This is an optimization exercise on Yosys and OpenROAD, whose aim is a short achievable clock period and few clock cycles, not a production implementation.
No functional check of the RTL was part of any run shown here.
No activity file was given, so power comes from the tool's default toggle rates.

==> design.v <==
module adder32(in1, in2, out);
input [31:0] in1, in2;
output [31:0] out;
assign out = (in1 + in2);
endmodule
module mux2#(parameter WIDTH = 8)
            (d0, d1, s, y);
	input [WIDTH-1:0] d0, d1;
	input s;
	output [WIDTH-1:0] y;
	assign y = s ? d1 : d0; 
endmodule
module pc(rst, clk, newPc, pc);
input rst, clk;
input [31:0] newPc;
output reg [31:0] pc;
always @(negedge rst or posedge clk)
begin
if (!rst)
	pc <= 0;
else
	pc <= newPc;
end
endmodule
module pcAdd(pc, pcPlus4);
input [31:0] pc;
output [31:0] pcPlus4;
assign pcPlus4=pc+4;
endmodule
module shiftLeft2#(parameter IN_WIDTH = 8, parameter OUT_WIDTH = 8)
            (in, out);
	input [IN_WIDTH-1:0] in;
	output [OUT_WIDTH-1:0] out;
	assign out = in << 2;
endmodule
module signExtend(imm, signImm);
input [15:0] imm;
output [31:0] signImm;
assign signImm={{16{imm[15]}}, imm[15:0]};
endmodule
module alu(srcA, srcB, aluControl, shamt, aluResult, zero);
input [31:0] srcA, srcB;
input [3:0] aluControl;
input [4:0] shamt;
output reg [31:0] aluResult;
output zero;
always @(*)
begin
	case(aluControl)
		4'b0000 : aluResult=srcA&srcB;
		4'b0001 : aluResult=srcA|srcB;
		4'b0010 : aluResult=srcA+srcB;
		4'b0110 : aluResult=srcA-srcB;
		4'b0111 : aluResult=srcA<srcB?1:0;
		4'b1010 : aluResult=srcB<<shamt;
		4'b1100 : aluResult=~(srcA|srcB);
		default : aluResult=0;
	endcase
end
assign zero=aluResult==0?1:0;
endmodule
module controlUnit(opcode, funct, regDst, aluSrc, memToReg, regWrite, memRead, memWrite, branch, jump, aluControl);
input [5:0] opcode, funct;
output regDst, aluSrc, memToReg, regWrite, memRead, memWrite, branch, jump;
output [3:0] aluControl;
wire [1:0] aluOp;
mainDecoder md(opcode, regDst, aluSrc, memToReg, regWrite, memRead, memWrite, branch, jump, aluOp);
aluDecoder ad(funct, aluOp, aluControl);
endmodule
module mainDecoder(opcode, regDst, aluSrc, memToReg, regWrite, memRead, memWrite, branch, jump, aluOp);
input [5:0] opcode;
output regDst, aluSrc, memToReg, regWrite, memRead, memWrite, branch, jump;
output [1:0] aluOp;
reg [9:0] controls;
assign {regDst, aluSrc, memToReg, regWrite, memRead, memWrite, branch, jump, aluOp} = controls;
always @(*)
begin
	case(opcode)
		6'b000000: controls <= 10'b1001000010;  
		6'b100011: controls <= 10'b0111100000;  
		6'b101011: controls <= 10'b0100010000;  
		6'b000100: controls <= 10'b0000001001;  
		6'b001000, 
		6'b001001: controls <= 10'b0101000000;  
		6'b001101: controls <= 10'b0101000000;  
		6'b000010: controls <= 10'b0000000100;  
		default:   controls <= 10'bxxxxxxxxxx;  
    endcase
end
endmodule
module aluDecoder(funct, aluOp, aluControl);
input [5:0] funct;
input [1:0] aluOp;
output reg [3:0] aluControl;
always @(*)
begin
	case(aluOp)
		2'b00: aluControl <= 4'b0010;   
		2'b01: aluControl <= 4'b0110;   
		default:	case(funct)           
			6'b100000,
			6'b100001: aluControl <= 4'b0010;  
			6'b100010,
			6'b100011: aluControl <= 4'b0110;  
			6'b100100: aluControl <= 4'b0000;  
			6'b100101: aluControl <= 4'b0001;  
			6'b101010: aluControl <= 4'b0111;  
			6'b000000: aluControl <= 4'b1010;  
			default:   aluControl <= 4'bxxxx;  
        endcase
    endcase
end
endmodule
module registerFile(clk, regWrite, readReg1, readReg2, writeReg, writeData, readData1, readData2);
	input clk, regWrite;
	input [4:0] readReg1, readReg2, writeReg;
	input [31:0] writeData;
	output [31:0] readData1, readData2;
	reg [31:0] rf [31:0];
	always @(posedge clk) begin
    if (regWrite) rf[writeReg] <= writeData;
	end
	assign readData1 = (readReg1 != 0) ? rf[readReg1] : 0;
	assign readData2 = (readReg2 != 0) ? rf[readReg2] : 0;
endmodule
module mipsSystem(rst, clk, imem_addr, imem_rdata, dmem_we, dmem_addr, dmem_wdata, dmem_rdata, wb_en, wb_reg, wb_data);
input rst, clk;
output [31:0] imem_addr;
input [31:0] imem_rdata;
output dmem_we;
output [31:0] dmem_addr, dmem_wdata;
input [31:0] dmem_rdata;
output wb_en;
output [4:0] wb_reg;
output [31:0] wb_data;
reg [31:0] pc;
reg [31:0] rf [1:31];
reg        e_valid, e_wr, e_load, e_store, e_br, e_ld;
reg [4:0]  e_dst;
reg [31:0] e_a;           
reg [31:0] e_bx;          
reg [31:0] e_sd;          
reg [31:0] e_pc4;
reg [4:0]  e_shamt;
reg        e_op_add, e_op_sub, e_op_and, e_op_or, e_op_slt, e_op_sll, e_zop;
reg        e_fa, e_fb, e_fs;    
reg        m_valid, m_wr, m_load, m_rep;
reg [4:0]  m_dst;
reg [31:0] m_res;
reg        o_we;
reg [31:0] o_addr, o_wdata;
reg        r_en;
reg [4:0]  r_dst;
reg [31:0] r_data;
reg        w_en;
reg [4:0]  w_dst;
reg [31:0] w_data;
wire [31:0] ir = imem_rdata;
wire [5:0] f_op = ir[31:26];
wire [4:0] f_rs = ir[25:21];
wire [4:0] f_rt = ir[20:16];
wire [4:0] f_rd = ir[15:11];
wire [5:0] f_fn = ir[5:0];
wire [31:0] f_sext = {{16{ir[15]}}, ir[15:0]};
wire f_rtype = (f_op == 6'b000000);
wire f_lw    = (f_op == 6'b100011);
wire f_sw    = (f_op == 6'b101011);
wire f_addi  = (f_op == 6'b001000) | (f_op == 6'b001001) | (f_op == 6'b001101);
wire f_wr    = f_rtype | f_lw | f_addi;
wire [4:0] f_dst = f_rtype ? f_rd : f_rt;
wire f_sll   = f_rtype & (f_fn == 6'b000000);
wire [31:0] pc4 = pc + 32'd4;
wire [23:0] pc4_hi = pc4[31:8];
wire [23:0] pc4_hi_p1 = pc4_hi + 24'd1;
wire [23:0] pc4_hi_m1 = pc4_hi - 24'd1;
wire [31:0] alu_res, e_sdata;
wire        e_zero, e_eq;
wire        stall, sel_j, sel_b, f_bcond;
wire [6:0]  bt_lo;
fctl fc(.ir(ir), .pc4_lo(pc4[7:2]), .e_dst(e_dst), .e_ld(e_ld), .e_zok(e_valid & e_zop), .e_zero(e_zero),
        .stall(stall), .sel_j(sel_j), .sel_b(sel_b), .bcond(f_bcond), .bt_lo(bt_lo));
wire [23:0] bt_hi = (bt_lo[6] == ir[5]) ? pc4_hi : bt_lo[6] ? pc4_hi_p1 : pc4_hi_m1;
wire [31:0] f_btarget = {bt_hi, bt_lo[5:0], 2'b00};
wire [31:0] f_jtarget = {pc4[31:28], ir[25:0], 2'b00};
wire [1023:0] rfv;
genvar gi;
generate
	for (gi = 0; gi < 32; gi = gi + 1) begin : rfread
		if (gi == 0) assign rfv[31:0] = 32'd0;
		else assign rfv[gi*32 +: 32] = rf[gi];
	end
endgenerate
wire [31:0] m_val = m_load ? dmem_rdata : m_res;
wire [31:0] f_a, f_b;
rdport rpa(.rf(rfv), .idx(f_rs), .m_hit(m_valid & m_wr), .m_dst(m_dst), .m_val(m_val),
           .w_hit(w_en), .w_dst(w_dst), .w_val(w_data), .val(f_a));
rdport rpb(.rf(rfv), .idx(f_rt), .m_hit(m_valid & m_wr), .m_dst(m_dst), .m_val(m_val),
           .w_hit(w_en), .w_dst(w_dst), .w_val(w_data), .val(f_b));
wire f_a_e = e_valid & e_wr & (e_dst == f_rs) & (f_rs != 5'd0);
wire f_b_e = e_valid & e_wr & (e_dst == f_rt) & (f_rt != 5'd0);
ealu alu0(.a(e_a), .bx(e_bx), .sd(e_sd), .fwd(m_res), .fa(e_fa), .fb(e_fb), .fs(e_fs),
          .op_add(e_op_add), .op_sub(e_op_sub), .op_and(e_op_and), .op_or(e_op_or),
          .op_slt(e_op_slt), .op_sll(e_op_sll), .shamt(e_shamt),
          .res(alu_res), .sdata(e_sdata), .zero(e_zero), .eq(e_eq));
wire        e_redirect = e_valid & e_br & e_eq;
wire [31:0] e_target = e_pc4 + {e_bx[29:0], 2'b00};
wire [31:0] pc_next = e_redirect ? e_target :
                      stall      ? pc :
                      sel_j      ? f_jtarget :
                      sel_b      ? f_btarget : pc4;
assign imem_addr = pc;
assign dmem_we    = o_we;
assign dmem_addr  = o_addr;
assign dmem_wdata = o_wdata;
wire m_rep_now = m_valid & m_wr & ~m_rep;
wire e_rep_now = ~m_rep_now & e_valid & e_wr & ~e_load;
assign wb_en   = r_en;
assign wb_reg  = r_dst;
assign wb_data = r_data;
always @(posedge clk or negedge rst) begin
	if (!rst) begin
		pc      <= 32'd0;
		e_valid <= 1'b0;
		m_valid <= 1'b0;
		o_we    <= 1'b0;
		w_en    <= 1'b0;
		r_en    <= 1'b0;
	end else begin
		pc      <= pc_next;
		e_valid <= ~e_redirect & ~stall & (f_wr | f_sw | f_bcond);
		m_valid <= e_valid;
		o_we    <= e_valid & e_store;
		w_en    <= m_valid & m_wr;
		r_en    <= m_rep_now | e_rep_now;
	end
end
always @(posedge clk) begin
	if (w_en && w_dst != 5'd0) rf[w_dst] <= w_data;
	e_wr      <= f_wr;
	e_load    <= f_lw;
	e_ld      <= f_lw & (f_rt != 5'd0) & ~e_redirect & ~stall;
	e_store   <= f_sw;
	e_br      <= f_bcond;
	e_dst     <= f_dst;
	e_a       <= f_a;
	e_bx      <= f_rtype ? f_b : f_sext;
	e_sd      <= f_b;
	e_pc4     <= pc4;
	e_shamt   <= ir[10:6];
	e_op_add  <= ~f_rtype | (f_fn == 6'b100000) | (f_fn == 6'b100001);
	e_op_sub  <= f_rtype & ((f_fn == 6'b100010) | (f_fn == 6'b100011));
	e_op_and  <= f_rtype & (f_fn == 6'b100100);
	e_op_or   <= f_rtype & (f_fn == 6'b100101);
	e_op_slt  <= f_rtype & (f_fn == 6'b101010);
	e_op_sll  <= f_sll;
	e_zop     <= (f_rtype & ((f_fn == 6'b100000) | (f_fn == 6'b100001) | (f_fn == 6'b100010) |
	                         (f_fn == 6'b100011) | (f_fn == 6'b100100) | (f_fn == 6'b100101)) |
	              f_addi) & (f_dst != 5'd0);
	e_fa      <= f_a_e;
	e_fb      <= f_b_e & f_rtype;
	e_fs      <= f_b_e;
	m_wr    <= e_wr;
	m_load  <= e_load;
	m_dst   <= e_dst;
	m_res   <= alu_res;
	m_rep   <= e_rep_now;
	if (e_valid & (e_load | e_store)) o_addr <= alu_res;
	if (e_valid & e_store) o_wdata <= e_sdata;
	r_dst   <= m_rep_now ? m_dst : e_dst;
	r_data  <= m_rep_now ? m_val : alu_res;
	w_dst  <= m_dst;
	w_data <= m_val;
end
endmodule
module fctl(ir, pc4_lo, e_dst, e_ld, e_zok, e_zero, stall, sel_j, sel_b, bcond, bt_lo);
input  [31:0] ir;
input  [5:0]  pc4_lo;    
input  [4:0]  e_dst;
input         e_ld;      
input         e_zok;     
input         e_zero;    
output        stall;     
output        sel_j;     
output        sel_b;     
output        bcond;     
output [6:0]  bt_lo;     
wire [5:0] op = ir[31:26];
wire [4:0] rs = ir[25:21];
wire [4:0] rt = ir[20:16];
wire [5:0] fn = ir[5:0];
wire rtype = (op == 6'b000000);
wire sw    = (op == 6'b101011);
wire beq   = (op == 6'b000100);
wire jmp   = (op == 6'b000010);
wire sll   = rtype & (fn == 6'b000000);
wire short = (ir[15:5] == 11'h000) | (ir[15:5] == 11'h7ff);    
wire rs_e  = (rs == e_dst);
wire rt_e  = (rt == e_dst);
wire bsame = beq & (rs == rt) & short;                 
wire fast  = beq & short & (rt == 5'd0) & rs_e & e_zok;  
assign bcond = beq & ~bsame & ~fast;
wire use_rs = ~jmp & ~sll & ~bsame;
wire use_rt = rtype | sw | (beq & ~bsame);
assign stall = e_ld & ((use_rs & rs_e) | (use_rt & rt_e));
assign sel_j = jmp;
assign sel_b = bsame | (fast & e_zero);
assign bt_lo = {1'b0, pc4_lo} + {1'b0, ir[5:0]};
endmodule
module rdport(rf, idx, m_hit, m_dst, m_val, w_hit, w_dst, w_val, val);
input  [1023:0] rf;       
input  [4:0]    idx;
input           m_hit;
input  [4:0]    m_dst;
input  [31:0]   m_val;
input           w_hit;
input  [4:0]    w_dst;
input  [31:0]   w_val;
output [31:0]   val;
wire [31:0] r = rf[idx*32 +: 32];
assign val = (idx == 5'd0) ? 32'd0 :
             (m_hit && m_dst == idx) ? m_val :
             (w_hit && w_dst == idx) ? w_val : r;
endmodule
module ealu(a, bx, sd, fwd, fa, fb, fs, op_add, op_sub, op_and, op_or, op_slt, op_sll, shamt,
            res, sdata, zero, eq);
input  [31:0] a, bx, sd, fwd;
input         fa, fb, fs;
input         op_add, op_sub, op_and, op_or, op_slt, op_sll;
input  [4:0]  shamt;
output [31:0] res;
output [31:0] sdata;     
output        zero;      
output        eq;        
wire [31:0] ea = fa ? fwd : a;
wire [31:0] eb = fb ? fwd : bx;
assign sdata = fs ? fwd : sd;
wire [31:0] add = ea + eb;
wire [32:0] sub = {1'b0, ea} - {1'b0, eb};
wire [31:0] other = ({32{op_and}} & (ea & eb))
                  | ({32{op_or}}  & (ea | eb))
                  | ({32{op_sll}} & (eb << shamt));
assign res = op_add ? add : op_sub ? sub[31:0] : {other[31:1], other[0] | (op_slt & sub[32])};
wire zadd = &(~(ea ^ eb ^ {ea[30:0] | eb[30:0], 1'b0}));
wire eqb  = (ea == eb);
assign zero = op_add ? zadd : op_sub ? eqb : op_and ? ~|(ea & eb) : ~|(ea | eb);
assign eq = (ea == sdata);
endmodule
==> flow/run.sh <==
#!/bin/bash
# Standard ORFS layout with two changes to how it is made (the SDC is unchanged):
#  - no extraction of full/half adder cells in synthesis (ADDER_MAP_FILE empty),
#    so that ABC maps the adders for speed;
#  - timing repair aimed at a setup margin well above the 11 ns clock, so that
#    repair keeps improving paths that already meet it.
set -euo pipefail
MARGIN=${MARGIN:-7.5}
bash standard.sh ADDER_MAP_FILE= SETUP_SLACK_MARGIN=$MARGIN ABC_CLOCK_PERIOD_IN_PS=3000 finish > flow_make.log 2>&1
==> standard.sh <==
#!/bin/bash
# synth_recipe.tcl (not shown) runs the flow's synth.tcl, then flattens the netlist and writes it again
# the make line also repeats each setting of config.mk as NAME=value (left out here)
make -C /OpenROAD-flow-scripts/flow DESIGN_CONFIG=/design/flow/config.mk WORK_HOME=/design/flow/orfs CLKGATE_MAP_FILE= SYNTH_SCRIPT=/design/flow/synth_recipe.tcl "${@:-finish}"
==> config.mk <==
export PLATFORM = sky130hd
export DESIGN_NAME = mipsSystem
export DESIGN_NICKNAME = mipsSystem
export VERILOG_FILES = /design/flow/design.v
export SDC_FILE = /design/flow/constraint.sdc
export NUM_CORES = 8
export LEC_CHECK = 0
export CAP_MARGIN = 20
export CORE_MARGIN = 2
export CORE_UTILIZATION = 40
export PLACE_DENSITY = 0.6
export SLEW_MARGIN = 20
export SYNTH_HIERARCHICAL = 1
export SYNTH_MINIMUM_KEEP_SIZE = 0
==> constraint.sdc <==
create_clock -name core_clock -period 11.0 [get_ports {clk}]
set_input_delay 2.2000 -clock core_clock [delete_from_list [all_inputs] [get_ports {clk}]]
set_output_delay 2.2000 -clock core_clock [all_outputs]
set_load 0.01 [all_outputs]
==> reports/metrics.yaml, run 1 <==
status:
  outcome: "no timing/DRC/antenna violations"
synth:
  synth_top_area_share_pct: 43.8
  ys_warn_count: 7
  synthArstFlopShare_pct: 2.72
  synth_edf_count: 1056
  syn_avg_cell_area_sq_um: 13.5
  synth_area_leaders: "edfxtp_1 (44%), mux4_2 (12%), dfxtp_1 (7.4%), mux2_2 (4.3%), mux2i_1 (3.9%)"
  syn_inst: 5350
  yosysUniqueCellTypes: 126
  synth_seq_cells: 1360
  synthesis.area_sq_mm: 0.0725
  synth_ff_type: "edfxtp_1"
  yosysTopAreaCell: "edfxtp_1"
  yosysSeqAreaShare_pct: 52.4
floorplanning:
  num_io_pins: 201
  rows: 156
  start_util_pct: 40.2
  fp.coreArea_sq_mm: 0.180
  die_h_microns: 430
  die_area_sq_mm: 0.185
  die_width_microns: 430
drt:
  viasPerCell: 6.64
  drtPass1Iterations: 6
  num_vias: 56700
  drc_errors: 0
  wl_per_cell_microns: 36.4
  finalWirelength_mm: 310
  drtIter0Drc: 8204
  final_antenna_net_count: 0
setup_path:
  start_kind: "input port"
  rrSetupSlack_ps: 6020
  worstSetupPathType: "in -> reg"
  end_kind: "register"
  worstPathRequired_ps: 11680
  arrival_ps: 5790
  path_cells: "buf_12 -> a31oi_4 -> nor3_1 -> a211o_1 -> maj3_2 -> maj3_4 -> clkinvlp_4 -> a221o_1 -> buf_4 -> nand3_4 -> o32a_1 -> o22a_2 -> nor4_2 -> a221oi_2 -> or3_1 -> a311oi_2"
  path_max_fanout: 6
  crit_family: "compound AO/OA/AOI/OAI gates"
  path_depth: 16
  worstPathBufferInverterCount: 3
  critPathMaxStageDelay_ps: 410
  crit_path_top_delay_cell: "maj3_4"
  reg2regPathDepth: 26
final_layout:
  mostFrequentLayoutCell: "edfxtp_1"
  multiInputGateArea_sq_mm: 0.0380
  syn_to_final_growth_pct: 31.1
  nets: 6099
  register_area_sq_mm: 0.0381
  layout_common_cells: "edfxtp_1 (1056), mux4_2 (402), buf_4 (353), nand2_1 (334), mux2i_1 (235)"
  n_fill_cell: 14800
  drive_gt1_share_pct: 41.0
timing:
  setup_tns_ps: 0
  tightest_slew_ps: 1150
  hold_viol: 0
  fin_crit_ps: 5110
  maxSlewHeadroom_pct: 23.5
  rsz0062_at_grt: "true"
  fmax_mhz: 196
  drv_slew: 0
  skew_ps: 35.7
  post-route-period-util_pct: 46.5
  setup_violations: 0
clock_tree:
  clkSinkCount: 1360
  ctsHoldBuffers: 0
  cts_root_buffer: "clkbuf_16"
  clockBufferDepth: 3
  cts_tree: "yes"
  insertion_delay_ps: 810
  cts_inserted_buffers: 148
  clk_pin_slew_ps: 60
  cts-htree-levels: 4
global_routing:
  grt_usage_pct: 32.6
  grt_max_degree: 50
  grt_pass1_wl_mm: 428
  grt.overflow.total: 0
  antenna_found_initial: 16
  grt_pass1_vias: 55100
power:
  p_int_mw: 10.8
  switching_share_pct: 33.1
  leakage_nw: 33.3
  p_total_mw: 16.2
  switching_power_mw: 5.37
  power_frac_comb_pct: 25.5
  p_per_area_mw_per_mm2: 170
  pwr-share-seq_pct: 43.3
  power_frac_clock_pct: 31.2
  ir_drop_mv: 0.140
place:
  port_buffers: 200
  place_congestion: 0.996
  dp_hpwl_mm: 180
min_path:
  hold_path.class: "reg -> reg"
  min_path_cells: 0
job:
  max_cap_violations: 0
per-module statistics from Yosys, one instance, submodules excluded:
module / copies in the design / cells inside / cell area, sq um
rdport: 2 / 749 / 8870
fctl: 1 / 79 / 551
mipsSystem: 1 / 2438 / 44900
ealu: 1 / 1335 / 9240
per-stage QoR:
stage	cell area [sq um]	util [%]	hold slack, ps	worst slack [ps]	cells
3_3_place_gp	78300	43.4	335	3160	7716
5_1_grt	95000	52.7	355	5800	8532
6_report	95000	52.7	343	5890	8534
2_1_floorplan	74800	-	331	5460	5413
3_5_place_dp	78300	43.4	343	3160	7716
4_1_cts	92600	51.3	346	5980	8402
cell type report:
type                    instances  share of cell area, %
diodes                          7                 0.0184
clock buffers                 188                   4.26
clock inverters                86                  0.853
inverters                      66                  0.320
multi-input cells            3588                   40.0
flip-flops and latches       1360                   40.1
well taps                    2370                   3.12
repair buffers                869                   11.3
what timing repair did:
item,CTS,global route
setup endpoints to repair,368,308
setup buffers,328,112
pin swaps,235,146
gates cloned,84,12
resized for setup,1633,244
power by group through the flow:
stage	combinational, mW	sequential, mW	clock [mW]
2_1_floorplan	1.88	6.71	0
3_3_place_gp	2.87	7.08	0
3_5_place_dp	2.87	7.10	0
4_1_cts	3.81	6.97	5.08
5_1_grt	4.27	7.04	5.28
6_report	4.13	7.02	5.05
registers in the layout, summed over array words and instances, names as in the netlist, 5 cells and up:
signal	flops
e_a	32
e_bx	32
e_dst	5
e_pc4	32
e_sd	32
e_shamt	5
m_dst	5
m_res	32
o_addr	32
o_wdata	32
pc	32
r_data	32
r_dst	5
rf	992
w_data	32
w_dst	5
final timing paths:
kind	start	endpoint
max	imem_rdata[1]	pc[31]
min	e_wr	m_wr
max reg2reg	e_fa	pc[31]
min reg2reg	e_wr	m_wr
max in group asynchronous	rst	pc[9]
min in group asynchronous	rst	pc[27]
cell families after synthesis:
logic type               Yosys count  share of synthesized area (%)
other                              1                        0.00518
AO/OA/AOI/OAI                   1150                           12.0
XOR/XNOR                         272                           3.33
buffers and inverters            468                           3.19
multiplexers                     982                           21.1
flip-flops                      1360                           52.4
adder cells (fa/ha/maj)           49                          0.686
AND/OR/NAND/NOR                 1068                           7.33
per-layer routing:
layer / GRT usage, % / part of all wire (%) / up-vias
met5: 0 / 0.014 / -
met4: 17.6 / 6.7 / 6
met3: 6.72 / 10 / 855
met2: 51.7 / 46 / 3656
met1: 42.0 / 37 / 29200
li1: - / - / 22900
cell usage after synthesis (87+ instances only):
master,instances
nor2_1,227
a21oi_1,145
o21ai_0,175
a211oi_1,93
nand2_1,359
mux2i_1,282
dfxtp_1,267
xor2_1,94
mux2_2,279
mux4_2,402
a221oi_1,87
edfxtp_1,1056
clkbuf_1,198
xnor2_1,174
buf_2,107
nor4_1,110
==> run 2, diff against run 1 <==
--- a/config.mk
+++ b/config.mk
@@ -12,3 +12 @@
 export SLEW_MARGIN = 20
-export SYNTH_HIERARCHICAL = 1
-export SYNTH_MINIMUM_KEEP_SIZE = 0
==> reports/metrics.yaml, run 2 <==
final_layout:
  syn_to_final_growth_pct: 27.0
  nets: 5959  # -2.3%
  largest-register: "rf"
  layout_common_cells: "edfxtp_1 (1056), mux4_2 (593), nand2_1 (325), buf_4 (316), nor2_1 (294)"
  mostFrequentLayoutCell: "edfxtp_1"
  drive_gt1_share_pct: 39.0  # -2.0 points
  fin_cells: 8387  # -1.7%
  final_area_sq_mm: 0.0921  # -3.0%
  largest_register_ffs: 992  # unchanged
synth:
  yosysSeqAreaShare_pct: 52.4  # -0.057 points
  syn_avg_cell_area_sq_um: 13.5  # about the same
  yosysUniqueCellTypes: 97  # -23%
  synth_top_area_share_pct: 43.7  # -0.048 points
  yosys-top-cells-count: "edfxtp_1 (1056), mux4_2 (593), nor2_1 (344)"
  syn_inst: 5356  # +0.11%
  yosysTopAreaCell: "edfxtp_1"
  synth.most_common_cell: "edfxtp_1"
  synth_seq_cells: 1360  # unchanged
  synthesis.area_sq_mm: 0.0725  # +0.11%
  synth_edf_count: 1056  # unchanged
  synth_ff_type: "edfxtp_1"
  synth_area_leaders: "edfxtp_1 (44%), mux4_2 (18%), dfxtp_1 (7.4%), mux2_2 (2.5%), mux2i_1 (2.0%)"
  ys_warn_count: 1  # -6
  synthArstFlopShare_pct: 2.72  # unchanged
floorplanning:
  num_io_pins: 201  # unchanged
  die_width_microns: 430  # about the same
  die_area_sq_mm: 0.185  # +0.11%
  start_util_pct: 40.2  # about the same
  rows: 156  # unchanged
  fp.coreArea_sq_mm: 0.181  # +0.11%
  die_h_microns: 430  # about the same
place:
  placed_area_sq_mm: 0.0773  # -1.3%
  pre_cts_slack_ps: 3940  # +789 ps
  dp_hpwl_mm: 178  # -1.1%
  placed_cells: 7622  # -1.2%
  port_buffers: 200  # unchanged
  place_congestion: 1.02  # +2.1%
setup_path:
  end_kind: "register"
  crit_path_top_delay_cell: "or4_4"
  reg2reg_from: "e_fb"
  path_depth: 15  # -1
  endpoint: "pc[26]"
  arrival_ps: 5480  # -310 ps
  path_max_fanout: 8  # +2
  r2r-end: "pc[18]"
  critPathMaxStageDelay_ps: 440  # +30 ps
  cpMostUsedCell: "a211oi_4"
  worstSetupPathType: "in -> reg"
  startpoint: "imem_rdata[1]"
  worstPathRequired_ps: 11690  # about the same
  crit_family: "compound AO/OA/AOI/OAI gates"
  start_kind: "input port"
  rrSetupSlack_ps: 6260  # +240 ps
  worstPathBufferInverterCount: 3  # unchanged
  path_cells: "buf_12 -> or2_4 -> o221ai_4 -> o31ai_4 -> a32o_4 -> or4_4 -> a211oi_4 -> buf_6 -> a31oi_4 -> a211oi_4 -> buf_4 -> mux2_4 -> nand2_4 -> xnor2_2 -> a221oi_2"
  reg2regPathDepth: 22  # -15%
timing:
  fin_crit_ps: 4790  # -316 ps
  setup_ws_ps: 6210  # +316 ps
  tightest_slew_ps: 1310  # +160 ps
  maxSlewHeadroom_pct: 12.7  # -11 points
  setup_tns_ps: 0  # unchanged
  hold_viol: 0  # unchanged
  post-route-period-util_pct: 43.6  # -2.9 points
  skew_ps: 44.5  # +8.82 ps
  rsz0062_at_grt: "true"
  fmax_mhz: 209  # +6.6%
  drv_slew: 0  # unchanged
  setup_violations: 0  # unchanged
job:
  max_cap_violations: 0  # unchanged
min_path:
  hold_path.class: "reg -> reg"
global_routing:
  grt_usage_pct: 32.2  # -0.35 points
  grt.overflow.total: 0  # unchanged
  grt_pass1_vias: 54200  # -1.6%
  grt_max_degree: 74  # +48%
  grt_pass1_wl_mm: 422  # -1.4%
  antenna_found_initial: 12  # -4
drt:
  drtIter0Drc: 9346  # +14%
  drtPass1Iterations: 8  # +2
  drc_errors: 0  # unchanged
  finalWirelength_mm: 308  # -0.77%
  final_antenna_net_count: 0  # unchanged
  wl_per_cell_microns: 36.7  # +0.97%
  num_vias: 56600  # -0.18%
  viasPerCell: 6.74  # +1.6%
clock_tree:
  clkSinkCount: 1360  # unchanged
  cts_root_buffer: "clkbuf_16"
  cts_inserted_buffers: 143  # -3.4%
  clockBufferDepth: 3  # unchanged
  ctsHoldBuffers: 0  # unchanged
  cts-htree-levels: 4  # unchanged
  clk_pin_slew_ps: 60  # about the same
  cts_tree: "yes"
  insertion_delay_ps: 820  # about the same
power:
  p_per_area_mw_per_mm2: 173  # +1.7%
  ir_drop_mv: 0.177  # +27%
  leakage_nw: 31.6  # -5.2%
status:
  outcome: "no timing/DRC/antenna violations"
## run 2: power breakdown
part           internal (mW)  leakage [nW]  switching (mW)
clock                   2.64          2.22            2.17
sequential              6.24          12.1           0.779
combinational           1.78          17.2            2.36
total                   10.7          31.6            5.31
## run 2: worst register-to-register path, stage by stage (launching register included)
cell and delay, ps:
dfxtp_4 420, buf_6 120, buf_6 90, buf_6 100, clkinvlp_4 170, buf_6 170
buf_6 100, buf_6 100, buf_6 110, buf_12 140, o22ai_2 150, a211oi_1 120
buf_4 210, o21a_2 290, nor4_1 290, nand4_1 440, nor4_4 470, or2_4 210
buf_4 110, nand3_1 60, o21ai_0 130, mux2_2 380, a31o_2 230
## run 2: through the flow
step / util [%] / hold slack [ps] / power [mW]
2_1_floorplan: - / 331 / 8.61
3_3_place_gp: 42.8 / 337 / 9.99
3_5_place_dp: 42.8 / 347 / 10.0
4_1_cts: 49.7 / 355 / 15.6
5_1_grt: 51.0 / 368 / 16.4
6_report: 51.0 / 362 / 16.0
## run 2: final cells by class
type	instances	area [sq um]
Tap cell	2370	2970
Multi-Input combinational cell	3461	35800
Sequential cell	1360	38100
Fill cell	14800	88400
Antenna cell	8	20.0
Clock inverter	76	718
Clock buffer	185	3840
Inverter	95	369
Timing Repair Buffer	832	10300
## run 2: routing by layer
layer | vias to the layer above | GRT usage [%] | part of all wire, %
li1 | 22500 | - | -
met1 | 28600 | 39.8 | 34
met2 | 4401 | 50.9 | 46
met3 | 1049 | 6.86 | 11
met4 | 20 | 22.2 | 8.7
met5 | - | 0 | 0.047
## run 2: worst min path at each step
stage               from  slack (ps)   end  cells after the start
finish              e_wr         360  m_wr                      0
global placement    e_wr         340  m_wr                      0
floorplan           e_wr         330  m_wr                      0
global route        e_wr         370  m_wr                      0
CTS                 e_wr         350  m_wr                      0
detailed placement  e_wr         350  m_wr                      0
## run 2: cells by family (layout without fill, tap and decap cells)
kind of cell               after synthesis  in the layout  synth area share (%)
muxes                                  900            900                  22.9
DFF                                   1360           1360                  52.4
xor gates and xnor gates               257            257                  3.10
other                                    0              8                     0
and+or+nand+nor                       1126           1126                  7.31
AOI/OAI and AO/OA                     1141           1143                  10.7
buffers and inverters                  537           1188                  3.07
adders and majority gates               35             35                 0.483
## run 2: repair_timing
item,CTS,global route
endpoints found under the setup margin,377,319
pin swaps,153,175
setup buffers,283,106
cloned,90,17
gates resized for setup,1457,242
==> run 3, diff against run 2 <==
--- a/design.v
+++ b/design.v
@@ -137,2 +137,4 @@
 reg [31:0] rf [1:31];
+reg        d_valid, d_fdone;    
+reg [31:0] d_ir, d_pc4;
 reg        e_valid, e_wr, e_load, e_store, e_br, e_ld;
@@ -142,3 +144,3 @@
 reg [31:0] e_sd;          
-reg [31:0] e_pc4;
+reg [31:0] e_target;
 reg [4:0]  e_shamt;
@@ -157,16 +159,2 @@
 reg [31:0] w_data;
-wire [31:0] ir = imem_rdata;
-wire [5:0] f_op = ir[31:26];
-wire [4:0] f_rs = ir[25:21];
-wire [4:0] f_rt = ir[20:16];
-wire [4:0] f_rd = ir[15:11];
-wire [5:0] f_fn = ir[5:0];
-wire [31:0] f_sext = {{16{ir[15]}}, ir[15:0]};
-wire f_rtype = (f_op == 6'b000000);
-wire f_lw    = (f_op == 6'b100011);
-wire f_sw    = (f_op == 6'b101011);
-wire f_addi  = (f_op == 6'b001000) | (f_op == 6'b001001) | (f_op == 6'b001101);
-wire f_wr    = f_rtype | f_lw | f_addi;
-wire [4:0] f_dst = f_rtype ? f_rd : f_rt;
-wire f_sll   = f_rtype & (f_fn == 6'b000000);
 wire [31:0] pc4 = pc + 32'd4;
@@ -175,8 +163,7 @@
 wire [23:0] pc4_hi_m1 = pc4_hi - 24'd1;
-wire [31:0] alu_res, e_sdata;
-wire        e_zero, e_eq;
-wire        stall, sel_j, sel_b, f_bcond;
-wire [6:0]  bt_lo;
-fctl fc(.ir(ir), .pc4_lo(pc4[7:2]), .e_dst(e_dst), .e_ld(e_ld), .e_zok(e_valid & e_zop), .e_zero(e_zero),
-        .stall(stall), .sel_j(sel_j), .sel_b(sel_b), .bcond(f_bcond), .bt_lo(bt_lo));
+wire [31:0] ir = imem_rdata;
+wire        f_j = (ir[31:26] == 6'b000010);
+wire        f_short = (ir[15:5] == 11'h000) | (ir[15:5] == 11'h7ff);    
+wire        f_bsame = (ir[31:26] == 6'b000100) & (ir[25:21] == ir[20:16]) & f_short;
+wire [6:0]  bt_lo = {1'b0, pc4[7:2]} + {1'b0, ir[5:0]};
 wire [23:0] bt_hi = (bt_lo[6] == ir[5]) ? pc4_hi : bt_lo[6] ? pc4_hi_p1 : pc4_hi_m1;
@@ -184,2 +171,27 @@
 wire [31:0] f_jtarget = {pc4[31:28], ir[25:0], 2'b00};
+wire [5:0] d_op = d_ir[31:26];
+wire [4:0] d_rs = d_ir[25:21];
+wire [4:0] d_rt = d_ir[20:16];
+wire [4:0] d_rd = d_ir[15:11];
+wire [5:0] d_fn = d_ir[5:0];
+wire [31:0] d_sext = {{16{d_ir[15]}}, d_ir[15:0]};
+wire d_rtype = (d_op == 6'b000000);
+wire d_lw    = (d_op == 6'b100011);
+wire d_sw    = (d_op == 6'b101011);
+wire d_beq   = (d_op == 6'b000100) & ~d_fdone;
+wire d_jmp   = (d_op == 6'b000010);
+wire d_addi  = (d_op == 6'b001000) | (d_op == 6'b001001) | (d_op == 6'b001101);
+wire d_wr    = d_rtype | d_lw | d_addi;
+wire [4:0] d_dst = d_rtype ? d_rd : d_rt;
+wire d_sll   = d_rtype & (d_fn == 6'b000000);
+wire [31:0] alu_res, e_sdata;
+wire        e_zero, e_eq;
+wire        e_zok = e_valid & e_zop;
+wire d_bsame = d_beq & (d_rs == d_rt);                                     
+wire d_fast  = d_beq & (d_rt == 5'd0) & (d_rs == e_dst) & e_zok;           
+wire d_bcond = d_beq & ~d_bsame & ~d_fast;
+wire [31:0] d_target = d_pc4 + {d_sext[29:0], 2'b00};
+wire d_use_rs = ~d_jmp & ~d_sll & ~d_fdone & ~d_bsame;
+wire d_use_rt = d_rtype | d_sw | d_bcond;
+wire stall = d_valid & e_ld & ((d_use_rs & (d_rs == e_dst)) | (d_use_rt & (d_rt == e_dst)));
 wire [1023:0] rfv;
@@ -193,9 +205,9 @@
 wire [31:0] m_val = m_load ? dmem_rdata : m_res;
-wire [31:0] f_a, f_b;
-rdport rpa(.rf(rfv), .idx(f_rs), .m_hit(m_valid & m_wr), .m_dst(m_dst), .m_val(m_val),
-           .w_hit(w_en), .w_dst(w_dst), .w_val(w_data), .val(f_a));
-rdport rpb(.rf(rfv), .idx(f_rt), .m_hit(m_valid & m_wr), .m_dst(m_dst), .m_val(m_val),
-           .w_hit(w_en), .w_dst(w_dst), .w_val(w_data), .val(f_b));
-wire f_a_e = e_valid & e_wr & (e_dst == f_rs) & (f_rs != 5'd0);
-wire f_b_e = e_valid & e_wr & (e_dst == f_rt) & (f_rt != 5'd0);
+wire [31:0] d_a, d_b;
+rdport rpa(.rf(rfv), .idx(d_rs), .m_hit(m_valid & m_wr), .m_dst(m_dst), .m_val(m_val),
+           .w_hit(w_en), .w_dst(w_dst), .w_val(w_data), .val(d_a));
+rdport rpb(.rf(rfv), .idx(d_rt), .m_hit(m_valid & m_wr), .m_dst(m_dst), .m_val(m_val),
+           .w_hit(w_en), .w_dst(w_dst), .w_val(w_data), .val(d_b));
+wire d_a_e = e_valid & e_wr & (e_dst == d_rs) & (d_rs != 5'd0);
+wire d_b_e = e_valid & e_wr & (e_dst == d_rt) & (d_rt != 5'd0);
 ealu alu0(.a(e_a), .bx(e_bx), .sd(e_sd), .fwd(m_res), .fa(e_fa), .fb(e_fb), .fs(e_fs),
@@ -204,8 +216,9 @@
           .res(alu_res), .sdata(e_sdata), .zero(e_zero), .eq(e_eq));
-wire        e_redirect = e_valid & e_br & e_eq;
-wire [31:0] e_target = e_pc4 + {e_bx[29:0], 2'b00};
+wire e_redirect = e_valid & e_br & e_eq;
+wire d_redirect = d_valid & (d_bsame | (d_fast & e_zero));
 wire [31:0] pc_next = e_redirect ? e_target :
+                      d_redirect ? d_target :
                       stall      ? pc :
-                      sel_j      ? f_jtarget :
-                      sel_b      ? f_btarget : pc4;
+                      f_j        ? f_jtarget :
+                      f_bsame    ? f_btarget : pc4;
 assign imem_addr = pc;
@@ -219,2 +232,3 @@
 assign wb_data = r_data;
+wire e_take = d_valid & ~e_redirect & ~stall;
 always @(posedge clk or negedge rst) begin
@@ -222,2 +236,3 @@
 		pc      <= 32'd0;
+		d_valid <= 1'b0;
 		e_valid <= 1'b0;
@@ -229,3 +244,5 @@
 		pc      <= pc_next;
-		e_valid <= ~e_redirect & ~stall & (f_wr | f_sw | f_bcond);
+		if (e_redirect | d_redirect) d_valid <= 1'b0;
+		else if (!stall) d_valid <= 1'b1;
+		e_valid <= e_take & (d_wr | d_sw | d_bcond);
 		m_valid <= e_valid;
@@ -238,25 +255,30 @@
 	if (w_en && w_dst != 5'd0) rf[w_dst] <= w_data;
-	e_wr      <= f_wr;
-	e_load    <= f_lw;
-	e_ld      <= f_lw & (f_rt != 5'd0) & ~e_redirect & ~stall;
-	e_store   <= f_sw;
-	e_br      <= f_bcond;
-	e_dst     <= f_dst;
-	e_a       <= f_a;
-	e_bx      <= f_rtype ? f_b : f_sext;
-	e_sd      <= f_b;
-	e_pc4     <= pc4;
-	e_shamt   <= ir[10:6];
-	e_op_add  <= ~f_rtype | (f_fn == 6'b100000) | (f_fn == 6'b100001);
-	e_op_sub  <= f_rtype & ((f_fn == 6'b100010) | (f_fn == 6'b100011));
-	e_op_and  <= f_rtype & (f_fn == 6'b100100);
-	e_op_or   <= f_rtype & (f_fn == 6'b100101);
-	e_op_slt  <= f_rtype & (f_fn == 6'b101010);
-	e_op_sll  <= f_sll;
-	e_zop     <= (f_rtype & ((f_fn == 6'b100000) | (f_fn == 6'b100001) | (f_fn == 6'b100010) |
-	                         (f_fn == 6'b100011) | (f_fn == 6'b100100) | (f_fn == 6'b100101)) |
-	              f_addi) & (f_dst != 5'd0);
-	e_fa      <= f_a_e;
-	e_fb      <= f_b_e & f_rtype;
-	e_fs      <= f_b_e;
+	if (!stall) begin
+		d_ir    <= ir;
+		d_pc4   <= pc4;
+		d_fdone <= f_j | f_bsame;
+	end
+	e_wr      <= d_wr;
+	e_load    <= d_lw;
+	e_ld      <= e_take & d_lw & (d_rt != 5'd0);
+	e_store   <= d_sw;
+	e_br      <= d_bcond;
+	e_dst     <= d_dst;
+	e_a       <= d_a;
+	e_bx      <= d_rtype ? d_b : d_sext;
+	e_sd      <= d_b;
+	e_target  <= d_target;
+	e_shamt   <= d_ir[10:6];
+	e_op_add  <= ~d_rtype | (d_fn == 6'b100000) | (d_fn == 6'b100001);
+	e_op_sub  <= d_rtype & ((d_fn == 6'b100010) | (d_fn == 6'b100011));
+	e_op_and  <= d_rtype & (d_fn == 6'b100100);
+	e_op_or   <= d_rtype & (d_fn == 6'b100101);
+	e_op_slt  <= d_rtype & (d_fn == 6'b101010);
+	e_op_sll  <= d_sll;
+	e_zop     <= (d_rtype & ((d_fn == 6'b100000) | (d_fn == 6'b100001) | (d_fn == 6'b100010) |
+	                         (d_fn == 6'b100011) | (d_fn == 6'b100100) | (d_fn == 6'b100101)) |
+	              d_addi) & (d_dst != 5'd0);
+	e_fa      <= d_a_e;
+	e_fb      <= d_b_e & d_rtype;
+	e_fs      <= d_b_e;
 	m_wr    <= e_wr;
@@ -274,36 +296,2 @@
 endmodule
-module fctl(ir, pc4_lo, e_dst, e_ld, e_zok, e_zero, stall, sel_j, sel_b, bcond, bt_lo);
-input  [31:0] ir;
-input  [5:0]  pc4_lo;    
-input  [4:0]  e_dst;
-input         e_ld;      
-input         e_zok;     
-input         e_zero;    
-output        stall;     
-output        sel_j;     
-output        sel_b;     
-output        bcond;     
-output [6:0]  bt_lo;     
-wire [5:0] op = ir[31:26];
-wire [4:0] rs = ir[25:21];
-wire [4:0] rt = ir[20:16];
-wire [5:0] fn = ir[5:0];
-wire rtype = (op == 6'b000000);
-wire sw    = (op == 6'b101011);
-wire beq   = (op == 6'b000100);
-wire jmp   = (op == 6'b000010);
-wire sll   = rtype & (fn == 6'b000000);
-wire short = (ir[15:5] == 11'h000) | (ir[15:5] == 11'h7ff);    
-wire rs_e  = (rs == e_dst);
-wire rt_e  = (rt == e_dst);
-wire bsame = beq & (rs == rt) & short;                 
-wire fast  = beq & short & (rt == 5'd0) & rs_e & e_zok;  
-assign bcond = beq & ~bsame & ~fast;
-wire use_rs = ~jmp & ~sll & ~bsame;
-wire use_rt = rtype | sw | (beq & ~bsame);
-assign stall = e_ld & ((use_rs & rs_e) | (use_rt & rt_e));
-assign sel_j = jmp;
-assign sel_b = bsame | (fast & e_zero);
-assign bt_lo = {1'b0, pc4_lo} + {1'b0, ir[5:0]};
-endmodule
 module rdport(rf, idx, m_hit, m_dst, m_val, w_hit, w_dst, w_val, val);
==> reports/metrics.yaml, run 3 <==
clock_tree:
  clk_pin_slew_ps: 60  # about the same
  clkSinkCount: 1426  # +4.9%
  cts_root_buffer: "clkbuf_16"
  cts_tree: "yes"
  clockBufferDepth: 3  # unchanged
  insertion_delay_ps: 820  # about the same
  cts-htree-levels: 4  # unchanged
  cts_inserted_buffers: 153  # +7.0%
floorplanning:
  die_h_microns: 439  # +2.0%
  die_width_microns: 439  # +2.0%
  start_util_pct: 40.2  # +0.048 points
  fp.coreArea_sq_mm: 0.188  # +4.0%
  die_area_sq_mm: 0.192  # +4.1%
  num_io_pins: 201  # unchanged
  rows: 159  # +1.9%
final_layout:
  final_area_sq_mm: 0.0925  # +0.42%
  largest-register: "rf"
  mostFrequentLayoutCell: "edfxtp_1"
  fin_cells: 8605  # +2.6%
  drive_gt1_share_pct: 36.1  # -3.0 points
  nets: 6040  # +1.4%
  layout_common_cells: "edfxtp_1 (1121), mux4_2 (599), nand2_1 (350), buf_4 (342), nor2_1 (306)"
  largest_register_ffs: 992  # unchanged
  syn_to_final_growth_pct: 22.5
setup_path:
  reg2regPathDepth: 17  # -23%
  start_kind: "input port"
  r2r-end: "pc[13]"
  path_max_fanout: 5  # -3
  worstPathRequired_ps: 11680  # about the same
  worstSetupPathType: "in -> reg"
  rrSetupSlack_ps: 6900  # +640 ps
  end_kind: "register"
  reg2reg_from: "e_fb"
  arrival_ps: 4920  # -560 ps
synth:
  synth_ff_type: "edfxtp_1"
  syn_avg_cell_area_sq_um: 13.6  # +0.25%
  yosysTopAreaCell: "edfxtp_1"
  ys_warn_count: 1  # unchanged
  yosysSeqAreaShare_pct: 52.9  # +0.53 points
  synth.most_common_cell: "edfxtp_1"
  yosys-top-cells-count: "edfxtp_1 (1121), mux4_2 (599), nor2_1 (360)"
  synth_area_leaders: "edfxtp_1 (45%), mux4_2 (18%), dfxtp_1 (7.1%), mux2_2 (2.5%), mux2i_1 (1.9%)"
  synthesis.area_sq_mm: 0.0755  # +4.1%
  synthArstFlopShare_pct: 2.66  # -0.056 points
  synth_edf_count: 1121  # +6.2%
  yosysUniqueCellTypes: 101  # +4.1%
  synth_seq_cells: 1426  # +4.9%
  synth_top_area_share_pct: 44.6  # +0.85 points
  syn_inst: 5564  # +3.9%
timing:
  post-route-period-util_pct: 38.6  # -5.0 points
  setup_violations: 0  # unchanged
  whs_ps: 356  # -5.83 ps
  hold_viol: 0  # unchanged
  fin_crit_ps: 4240  # -550 ps
  setup_ws_ps: 6760  # +550 ps
  drv_slew: 0  # unchanged
  maxSlewHeadroom_pct: 18.5  # +5.8 points
  tightest_slew_ps: 1190  # -116 ps
  setup_tns_ps: 0  # unchanged
  fmax_mhz: 236  # +13%
  rsz0062_at_grt: "true"
  skew_ps: 36.9  # -7.64 ps
place:
  place_congestion: 1.02  # about the same
  port_buffers: 200  # unchanged
  placed_cells: 7929  # +4.0%
  placed_area_sq_mm: 0.0804  # +4.1%
  dp_hpwl_mm: 179  # +0.36%
  pre_cts_slack_ps: 5180  # +1230 ps
global_routing:
  grt_usage_pct: 30.6  # -1.6 points
  grt_pass1_wl_mm: 419  # -0.57%
  grt.overflow.total: 0  # unchanged
  antenna_found_initial: 10  # -2
  grt_max_degree: 71  # -4.1%
  grt_pass1_vias: 54600  # +0.80%
power:
  ir_drop_mv: 0.117  # -34%
  p_per_area_mw_per_mm2: 180  # +3.8%
  leakage_nw: 31.4  # -0.69%
drt:
  finalWirelength_mm: 303  # -1.7%
  drtIter0Drc: 8183  # -12%
  viasPerCell: 6.62  # -1.8%
  wl_per_cell_microns: 35.2  # -4.2%
  final_antenna_net_count: 0  # unchanged
  num_vias: 57000  # +0.74%
  drtPass1Iterations: 18  # +10
  drc_errors: 0  # unchanged
status:
  outcome: "no timing/DRC/antenna violations"
min_path:
  min_path_cells: 0  # unchanged
  whs_endpoint: "m_wr"
  hold_path.class: "reg -> reg"
  hp-start: "e_wr"
job:
  max_cap_violations: 0  # unchanged
==> run 3: cell count changes in the layout (fill, tap and decap cells not counted), moves of 18 or more <==
cell / before / now
buf_2: 107 / 88
xnor2_1: 126 / 151
mux2i_1: 92 / 128
edfxtp_1: 1056 / 1121
nand2_1: 325 / 350
buf_12: 67 / 34
o22ai_1: 77 / 59
buf_4: 316 / 342
a211oi_1: 43 / 61
buf_16: 87 / 33
buf_6: 157 / 113
mux2i_4: 33 / 7
==> run 3: power by group <==
part / internal [mW] / leakage, nW / switching, mW
Clock: 2.93 / 2.46 / 2.28
Sequential: 6.60 / 12.8 / 0.857
Combinational: 1.66 / 16.1 / 2.32
Total: 11.2 / 31.4 / 5.46
==> run 3: logic make-up (layout without fill, tap and decap cells) <==
kind of cell               Yosys count  count (layout)  share of synthesized area, %
other                                0               5                             0
DFF                               1426            1426                          52.9
muxes                              915             915                          22.3
and+or+nand+nor                   1242            1250                          7.92
adders and majority gates           22              22                         0.293
AOI/OAI and AO/OA                 1121            1121                          10.3
xor gates and xnor gates           267             267                          3.10
buffers and inverters              571            1104                          3.13
==> run 3: worst max-delay path by stage <==
stage,depth (start not counted),endpoint,startpoint
after floorplan,12,pc[13],imem_rdata[2]
after global placement,12,pc[17],imem_rdata[0]
after detailed placement,12,pc[17],imem_rdata[2]
after CTS,13,pc[26],imem_rdata[0]
after global routing,12,pc[26],imem_rdata[2]
final,13,pc[26],imem_rdata[0]
==> run 3: cell type report <==
class                      count  area (sq um)
fill                       16000         95300
sequential                  1426         40100
multi-input combinational   3575         36300
timing repair buffer         709          7540
clock buffer                 204          4210
tap                         2495          3120
clock inverter                82           836
inverter                     109           434
antenna                        5          12.5
==> run 3: stage by stage <==
stage | util (%) | power (mW)
global route | 49.3 | 17.1
CTS | 48.3 | 16.3
floorplan | - | 9.02
detailed placement | 42.8 | 10.5
global placement | 42.8 | 10.5
finish | 49.3 | 16.7
==> run 3: per-layer routing <==
metal / up-vias / part of all wire [%] / GRT usage [%]
met2: 3878 / 46 / 47.9
met1: 29200 / 37 / 40.1
met4: 4 / 6.4 / 15.6
met3: 861 / 11 / 6.91
met5: - / 0.0089 / 0
li1: 23000 / - / -
==> run 3: critical path: stages <==
cell	delay, ps
buf_12	100
or3_4	370
o211a_4	160
and3_4	170
o41a_1	450
buf_6	140
nand3_4	120
o21ai_2	80
o22a_1	240
o211ai_1	220
o41ai_2	120
nor4b_2	410
o41ai_2	110
==> run 3: repair_timing <==
item	in CTS	in global routing
gates cloned	48	5
hold buffers	0	0
gates resized for setup	1176	239
pin swaps	160	147
endpoints found under the setup margin	416	297
buffers inserted	246	85
==> run 4, diff against run 3 <==
--- a/design.v
+++ b/design.v
@@ -142,3 +142,3 @@
 reg [31:0] e_a;           
-reg [31:0] e_bx;          
+reg [31:0] e_b;           
 reg [31:0] e_sd;          
@@ -147,3 +147,2 @@
 reg        e_op_add, e_op_sub, e_op_and, e_op_or, e_op_slt, e_op_sll, e_zop;
-reg        e_fa, e_fb, e_fs;    
 reg        m_valid, m_wr, m_load, m_rep;
@@ -186,3 +185,3 @@
 wire d_sll   = d_rtype & (d_fn == 6'b000000);
-wire [31:0] alu_res, e_sdata;
+wire [31:0] alu_res;
 wire        e_zero, e_eq;
@@ -212,6 +211,8 @@
 wire d_b_e = e_valid & e_wr & (e_dst == d_rt) & (d_rt != 5'd0);
-ealu alu0(.a(e_a), .bx(e_bx), .sd(e_sd), .fwd(m_res), .fa(e_fa), .fb(e_fb), .fs(e_fs),
+wire [31:0] d_a_f = d_a_e ? alu_res : d_a;
+wire [31:0] d_b_f = d_b_e ? alu_res : d_b;
+ealu alu0(.a(e_a), .b(e_b), .sd(e_sd),
           .op_add(e_op_add), .op_sub(e_op_sub), .op_and(e_op_and), .op_or(e_op_or),
           .op_slt(e_op_slt), .op_sll(e_op_sll), .shamt(e_shamt),
-          .res(alu_res), .sdata(e_sdata), .zero(e_zero), .eq(e_eq));
+          .res(alu_res), .zero(e_zero), .eq(e_eq));
 wire e_redirect = e_valid & e_br & e_eq;
@@ -266,5 +267,5 @@
 	e_dst     <= d_dst;
-	e_a       <= d_a;
-	e_bx      <= d_rtype ? d_b : d_sext;
-	e_sd      <= d_b;
+	e_a       <= d_a_f;
+	e_b       <= d_rtype ? d_b_f : d_sext;
+	e_sd      <= d_b_f;
 	e_target  <= d_target;
@@ -280,5 +281,2 @@
 	              d_addi) & (d_dst != 5'd0);
-	e_fa      <= d_a_e;
-	e_fb      <= d_b_e & d_rtype;
-	e_fs      <= d_b_e;
 	m_wr    <= e_wr;
@@ -289,3 +287,3 @@
 	if (e_valid & (e_load | e_store)) o_addr <= alu_res;
-	if (e_valid & e_store) o_wdata <= e_sdata;
+	if (e_valid & e_store) o_wdata <= e_sd;
 	r_dst   <= m_rep_now ? m_dst : e_dst;
@@ -311,6 +309,4 @@
 endmodule
-module ealu(a, bx, sd, fwd, fa, fb, fs, op_add, op_sub, op_and, op_or, op_slt, op_sll, shamt,
-            res, sdata, zero, eq);
-input  [31:0] a, bx, sd, fwd;
-input         fa, fb, fs;
+module ealu(a, b, sd, op_add, op_sub, op_and, op_or, op_slt, op_sll, shamt, res, zero, eq);
+input  [31:0] a, b, sd;    
 input         op_add, op_sub, op_and, op_or, op_slt, op_sll;
@@ -318,18 +314,14 @@
 output [31:0] res;
-output [31:0] sdata;     
 output        zero;      
 output        eq;        
-wire [31:0] ea = fa ? fwd : a;
-wire [31:0] eb = fb ? fwd : bx;
-assign sdata = fs ? fwd : sd;
-wire [31:0] add = ea + eb;
-wire [32:0] sub = {1'b0, ea} - {1'b0, eb};
-wire [31:0] other = ({32{op_and}} & (ea & eb))
-                  | ({32{op_or}}  & (ea | eb))
-                  | ({32{op_sll}} & (eb << shamt));
-assign res = op_add ? add : op_sub ? sub[31:0] : {other[31:1], other[0] | (op_slt & sub[32])};
-wire zadd = &(~(ea ^ eb ^ {ea[30:0] | eb[30:0], 1'b0}));
-wire eqb  = (ea == eb);
-assign zero = op_add ? zadd : op_sub ? eqb : op_and ? ~|(ea & eb) : ~|(ea | eb);
-assign eq = (ea == sdata);
+wire [31:0] add = a + b;
+wire [32:0] sub = {1'b0, a} - {1'b0, b};
+wire [31:0] other = ({32{op_and}} & (a & b))
+                  | ({32{op_or}}  & (a | b))
+                  | ({32{op_sll}} & (b << shamt));
+assign res = ({32{op_add}} & add) | ({32{op_sub}} & sub[31:0]) |
+             {other[31:1], other[0] | (op_slt & sub[32])};
+wire zadd = &(~(a ^ b ^ {a[30:0] | b[30:0], 1'b0}));
+assign zero = op_add ? zadd : op_sub ? (a == b) : op_and ? ~|(a & b) : ~|(a | b);
+assign eq = (a == sd);
 endmodule
==> reports/metrics.yaml, run 4 <==
status:
  outcome: "no timing/DRC/antenna violations"
setup_path:
  end_kind: "register"
  worstSetupPathType: "in -> reg"
  worstPathRequired_ps: 11730  # +50 ps
  arrival_ps: 5040  # +120 ps
  path_max_fanout: 3  # -2
  start_kind: "input port"
  reg2regPathDepth: 12  # -5
synth:
  yosys-top-cells-count: "edfxtp_1 (1121), mux4_2 (579), nor2_1 (393)"
  synth_top_area_share_pct: 46.3  # +1.7 points
  yosysSeqAreaShare_pct: 54.9  # +2.0 points
  ys_warn_count: 1  # unchanged
  yosysUniqueCellTypes: 101  # unchanged
  synth_edf_count: 1121  # unchanged
  syn_inst: 5317  # -4.4%
  synth_seq_cells: 1423  # -0.21%
  synthArstFlopShare_pct: 2.67  # +0.0056 points
  yosysTopAreaCell: "edfxtp_1"
  synth.most_common_cell: "edfxtp_1"
  synth_area_leaders: "edfxtp_1 (46%), mux4_2 (18%), dfxtp_1 (7.3%), mux2i_1 (2.3%), a21oi_1 (2.1%)"
  synthesis.area_sq_mm: 0.0727  # -3.8%
  syn_avg_cell_area_sq_um: 13.7  # +0.69%
  synth_ff_type: "edfxtp_1"
floorplanning:
  die_width_microns: 430  # -1.9%
  fp.coreArea_sq_mm: 0.181  # -3.8%
  die_h_microns: 430  # -1.9%
  rows: 156  # -1.9%
  num_io_pins: 201  # unchanged
  die_area_sq_mm: 0.185  # -3.7%
  start_util_pct: 40.2  # about the same
drt:
  drc_errors: 0  # unchanged
  drtPass1Iterations: 8  # -10
  finalWirelength_mm: 275  # -9.0%
  final_antenna_net_count: 0  # unchanged
  drtIter0Drc: 7274  # -11%
  wl_per_cell_microns: 33.9  # -3.7%
  num_vias: 52800  # -7.4%
  viasPerCell: 6.49  # -1.9%
clock_tree:
  clk_pin_slew_ps: 60  # about the same
  cts_root_buffer: "clkbuf_16"
  insertion_delay_ps: 840  # +20 ps
  clockBufferDepth: 3  # unchanged
  ctsHoldBuffers: 0  # unchanged
  cts_tree: "yes"
  cts-htree-levels: 4  # unchanged
  cts_inserted_buffers: 157  # +2.6%
  clkSinkCount: 1423  # -0.21%
timing:
  setup_tns_ps: 0  # unchanged
  setup_ws_ps: 6690  # -61.0 ps
  drv_slew: 0  # unchanged
  hold_viol: 0  # unchanged
  rsz0062_at_grt: "true"
  whs_ps: 376  # +19.6 ps
  fmax_mhz: 232  # -1.4%
  setup_violations: 0  # unchanged
  maxSlewHeadroom_pct: 19.3  # +0.80 points
  fin_crit_ps: 4310  # +61.0 ps
  post-route-period-util_pct: 39.1  # +0.55 points
  skew_ps: 35.4  # -1.48 ps
  tightest_slew_ps: 1200  # +9.81 ps
final_layout:
  multiInputGateArea_sq_mm: 0.0330  # -9.1%
  n_fill_cell: 15400  # -3.7%
  layout_common_cells: "edfxtp_1 (1121), mux4_2 (579), nor2_1 (344), nand2_1 (333), a21oi_1 (274)"
  drive_gt1_share_pct: 33.2  # -2.8 points
  mostFrequentLayoutCell: "edfxtp_1"
  syn_to_final_growth_pct: 21.1
  largest-register: "rf"
  nets: 5698  # -5.7%
  register_area_sq_mm: 0.0402  # +0.22%
  largest_register_ffs: 992  # unchanged
power:
  p_int_mw: 11.1  # -0.56%
  power_frac_clock_pct: 33.8  # +2.5 points
  ir_drop_mv: 0.125  # +7.0%
  switching_power_mw: 4.96  # -9.2%
  power_frac_comb_pct: 21.6  # -2.3 points
  switching_share_pct: 30.8  # -2.0 points
  pwr-share-seq_pct: 44.6  # -0.2 points
  leakage_nw: 29.8  # -5.0%
  p_per_area_mw_per_mm2: 183  # +1.5%
place:
  dp_hpwl_mm: 167  # -6.6%
  port_buffers: 200  # unchanged
  place_congestion: 0.995  # -2.1%
  pre_cts_slack_ps: 5100  # -73.4 ps
min_path:
  min_path_cells: 0  # unchanged
  hold_path.class: "reg -> reg"
job:
  max_cap_violations: 0  # unchanged
global_routing:
  grt_usage_pct: 28.8  # -1.8 points
  antenna_found_initial: 6  # -4
  grt_pass1_vias: 51100  # -6.5%
  grt.overflow.total: 0  # unchanged
  grt_pass1_wl_mm: 381  # -9.0%
  grt_max_degree: 69  # -2.8%
run 4: changes by cell type after synthesis, sizes merged, moves of 28 or more:
cell    delta
a21oi    +108
a22o      -60
a22oi     -31
clkbuf    -41
maj3      +32
mux2     -100
nor2      +32
nor2b     -51
nor3      +28
o21ai     -35
o22ai     -46
o31ai     -35
run 4: kinds of logic (layout without fill, tap and decap cells):
family	count (synthesis)	after routing	synth area share (%)
AND/OR/NAND/NOR	1243	1243	8.08
multiplexers	819	819	21.4
XOR/XNOR	245	245	2.99
flip-flops	1423	1423	54.9
AO/OA/AOI/OAI	980	981	8.91
adder cells (fa/ha/maj)	54	54	0.749
buffers and inverters	553	993	3.02
other	0	1	0
run 4: worst paths after layout:
path / from / end / slack [ps]
setup / recovery: imem_rdata[5] / pc[30] / 6690
hold / removal: e_wr / m_wr / 380
setup reg to reg: pc[9] / pc[30] / 6960
hold reg to reg: e_wr / m_wr / 380
max in group asynchronous: rst / pc[5] / 8940
min in group asynchronous: rst / pc[31] / 1490
run 4: per-stage QoR:
| stage | instances | utilization (%) | cell area [sq um] | power, mW |
|---|---|---|---|---|
| CTS | 8055 | 47.8 | 86400 | 15.8 |
| finish | 8129 | 48.7 | 88000 | 16.1 |
| detailed placement | 7599 | 43.0 | 77700 | 9.99 |
| global placement | 7599 | 43.0 | 77700 | 9.97 |
| floorplan | 5317 | - | 73000 | 8.67 |
| global route | 8128 | 48.7 | 88000 | 16.5 |
run 4: final cells by class:
cell class / instances / share of cell area [%]
Antenna cell: 1 / 0.00284
Clock buffer: 208 / 5.01
Clock inverter: 77 / 0.950
Inverter: 113 / 0.498
Multi-Input combinational cell: 3342 / 37.5
Sequential cell: 1423 / 45.6
Tap cell: 2370 / 3.37
Timing Repair Buffer: 595 / 7.07
run 4: power groups by stage:
stage                     sequential, mW  combinational (mW)  clock [mW]
after floorplan                     6.96                1.71           0
final                               7.18                3.47        5.43
after detailed placement            7.31                2.68           0
after global routing                7.22                3.61        5.69
after global placement              7.28                2.68           0
after CTS                           7.15                3.22        5.47
run 4: repair_timing:
item                                   4_1_cts  5_1_grt
gates resized for setup                   1145      214
pin swaps                                  102       76
cloned                                      24       13
setup endpoints to repair                  396      276
endpoints found under the hold margin        0        0
buffers inserted                           147       60
run 4: layer usage:
metal | wire, microns | part of all wire [%] | up-vias | GRT usage, %
li1 | - | - | 21700 | -
met1 | 100000 | 36 | 26900 | 36.6
met2 | 130000 | 47 | 3368 | 46.3
met3 | 26300 | 9.6 | 788 | 5.42
met4 | 18800 | 6.8 | 4 | 16.5
met5 | 23 | 0.0084 | - | 0
run 4: critical path: stages:
cell,delay (ps)
buf_8,100
buf_12,120
xnor2_4,120
or4_4,490
o311ai_4,110
buf_4,180
a32o_4,260
o21ai_2,70
a221o_1,410
or2_4,270
o41ai_4,250
xor2_1,180
nor3_1,70
o41ai_2,200
==> run 5, diff against run 4 <==
==> flow/run.sh (replaced) <==
#!/bin/bash
# Standard ORFS layout with these changes to how it is made (the SDC is unchanged):
#  - no extraction of full/half adder cells in synthesis (ADDER_MAP_FILE empty),
#    so that ABC maps the adders for speed;
#  - timing repair aimed at a setup margin well above the 11 ns clock, so that
#    repair keeps improving paths that already meet it;
#  - repair may resize cells to other footprints (MATCH_CELL_FOOTPRINT 0).
set -euo pipefail
MARGIN=${MARGIN:-7.5}
bash standard.sh ADDER_MAP_FILE= SETUP_SLACK_MARGIN=$MARGIN MATCH_CELL_FOOTPRINT=0 finish > flow_make.log 2>&1
==> reports/metrics.yaml, run 5 <==
status:
  outcome: "no timing/DRC/antenna violations"
drt:
  drc_errors: 0  # unchanged
  finalWirelength_mm: 277  # +0.74%
  wl_met3_mm: 27.9  # +6.2%
  drtIter0Drc: 7621  # +4.8%
  final_antenna_net_count: 0  # unchanged
  met1Wirelength_mm: 101  # +0.97%
  dr_wl_met2_mm: 131  # +0.22%
final_layout:
  register_area_sq_mm: 0.0402  # about the same
  syn_to_final_growth_pct: 21.2  # about the same
  fin_cells: 8159  # +0.37%
  mostFrequentLayoutCell: "edfxtp_1"
  multiInputGateArea_sq_mm: 0.0331  # +0.44%
  drive_gt1_share_pct: 33.7  # +0.47 points
  largest-register: "rf"
  n_fill_cell: 15400  # -0.078%
power:
  power_frac_comb_pct: 21.6  # about the same
  ir_drop_mv: 0.176  # +40%
  pwr-share-seq_pct: 45.5  # +0.9 points
  switching_power_mw: 4.97  # +0.31%
  p_int_mw: 10.9  # -2.4%
setup_path:
  r2r-end: "pc[30]"
  reg2regPathDepth: 12  # unchanged
  path_max_fanout: 5  # +2
  path_depth: 16  # +2
  end_kind: "register"
  critPathMaxStageDelay_ps: 500  # about the same
  crit_path_top_delay_cell: "or4_4"
  cpMostUsedCell: "buf_12"
  worstPathBufferInverterCount: 5  # +2
  reg2reg_from: "pc[9]"
  arrival_ps: 5110  # +70 ps
  start_kind: "input port"
floorplanning:
  rows: 156  # unchanged
  die_width_microns: 430  # unchanged
  die_h_microns: 430  # unchanged
  num_io_pins: 201  # unchanged
clock_tree:
  ctsHoldBuffers: 0  # unchanged
  clockBufferDepth: 3  # unchanged
  cts_tree: "yes"
  cts_root_buffer: "clkbuf_16"
synth:
  syn_inst: 5317  # unchanged
  muxShareOfSynthArea_pct: 21.4  # unchanged
  ys_warn_count: 1  # unchanged
  synth_top_area_share_pct: 46.3  # unchanged
  synth.most_common_cell: "edfxtp_1"
  yosysTopAreaCell: "edfxtp_1"
  synth_edf_count: 1121  # unchanged
  synth_top_family_by_area: "multiplexers"
  synth_area_leaders: "edfxtp_1 (46%), mux4_2 (18%), dfxtp_1 (7.3%), mux2i_1 (2.3%), a21oi_1 (2.1%)"
  synthArstFlopShare_pct: 2.67  # unchanged
  synthSimpleGateAreaFrac_pct: 8.08  # unchanged
  yosysSeqAreaShare_pct: 54.9  # unchanged
timing:
  skew_ps: 56.1  # +20.7 ps
  setup_tns_ps: 0  # unchanged
  fin_crit_ps: 4330  # +25.0 ps
  rsz0062_at_grt: "true"
  whs_ps: 354  # -21.5 ps
  setup_violations: 0  # unchanged
  hold_viol: 0  # unchanged
  fmax_mhz: 231  # -0.58%
place:
  placed_cells: 7584  # -0.20%
  place_congestion: 1.01  # +1.2%
  dp_hpwl_mm: 164  # -2.2%
  port_buffers: 200  # unchanged
min_path:
  hold_path.class: "reg -> reg"
global_routing:
  grt_pass1_vias: 51100  # -0.043%
  grt_pass1_wl_mm: 385  # +1.1%
  grt_max_degree: 107  # +55%
job:
  max_cap_violations: 0  # unchanged
[run 5: cell counts after synthesis]
Identical to the previous run, type by type.
[run 5: worst min-delay path by stage]
stage	startpoint	to	slack (ps)	cells past startpoint
6_report	e_wr	m_wr	350	0
5_1_grt	e_wr	m_wr	360	0
4_1_cts	e_wr	m_wr	360	0
3_5_place_dp	e_wr	m_wr	350	0
3_3_place_gp	e_wr	m_wr	340	0
2_1_floorplan	e_wr	m_wr	330	0
[run 5: cell families (layout without fill, tap and decap cells)]
| kind of cell | Yosys count | count (layout) |
|---|---|---|
| other | 0 | 2 |
| buffers and inverters | 553 | 1017 |
| xor gates and xnor gates | 245 | 245 |
| and+or+nand+nor | 1243 | 1247 |
| DFF | 1423 | 1423 |
| muxes | 819 | 819 |
| adders and majority gates | 54 | 54 |
| AOI/OAI and AO/OA | 980 | 982 |
[run 5: final cells by class]
type	count	area share, %
well taps	2370	3.37
clock inverters	82	0.986
diodes	2	0.00568
multi-input cells	3347	37.6
flip-flops and latches	1423	45.6
inverters	113	0.494
repair buffers	623	7.19
clock buffers	199	4.75
[run 5: metrics by stage]
| stage | worst slack, ps | utilization [%] | total power, mW | area [sq um] |
|---|---|---|---|---|
| after floorplan | 6240 | - | 8.67 | 73000 |
| after global placement | 5070 | 42.9 | 9.94 | 77600 |
| after detailed placement | 5040 | 42.9 | 9.98 | 77600 |
| after CTS | 6800 | 47.7 | 15.6 | 86200 |
| after global routing | 6620 | 48.7 | 16.3 | 88100 |
| final | 6670 | 48.7 | 15.8 | 88100 |
[run 5: power groups by stage]
stage / Clock, mW / Sequential, mW / Combinational, mW
after detailed placement: 0 / 7.34 / 2.64
after global routing: 5.48 / 7.25 / 3.54
after global placement: 0 / 7.32 / 2.63
final: 5.22 / 7.20 / 3.41
after floorplan: 0 / 6.96 / 1.71
after CTS: 5.27 / 7.18 / 3.14
[run 5: repair_timing]
| item | in CTS | in global routing |
|---|---|---|
| gates cloned | 33 | 14 |
| endpoints found under the setup margin | 400 | 249 |
| gates resized for setup | 917 | 211 |
| buffers inserted | 167 | 77 |
| pin swaps | 96 | 77 |
[run 5: routing by layer]
layer	global-route usage (%)	vias to the layer above
met4	16.6	8
met3	6.45	757
met5	0.156	-
met1	36.8	27400
li1	-	21800
met2	46.2	3372

[separate check: timing with driven ports]
The results above use ideal ports. As a check the final layouts listed here were re-extracted and re-timed, cells and wires unchanged.
Step 1: set_driving_cell puts a clkbuf_16 on clk and a buf_2 on each other input, an assumption about the parent block.
Step 2 times the ports against the registers' clock, not the clock port: input delays grow and output delays shrink by t, the midpoint of the rising clock arrivals with the driver on.
a / b / c = ideal ports / drivers / drivers and shift; a / b = the first two.
run	t (ns)	setup slack, ns	worst data-port slew with drivers (ns)	pins driven straight from the clock port
run 1	0.889	5.889 / 5.934 / 5.045	0.39	1
run 2	0.891	6.205 / 6.240 / 5.349	0.30	1
run 3	0.885	6.756 / 6.792 / 5.907	0.06	1
run 4	0.897	6.695 / 6.737 / 5.840	0.07	1
run 5	0.887	6.670 / 6.701 / 5.814	0.09	1
After both steps setup and hold are still met in every run listed.
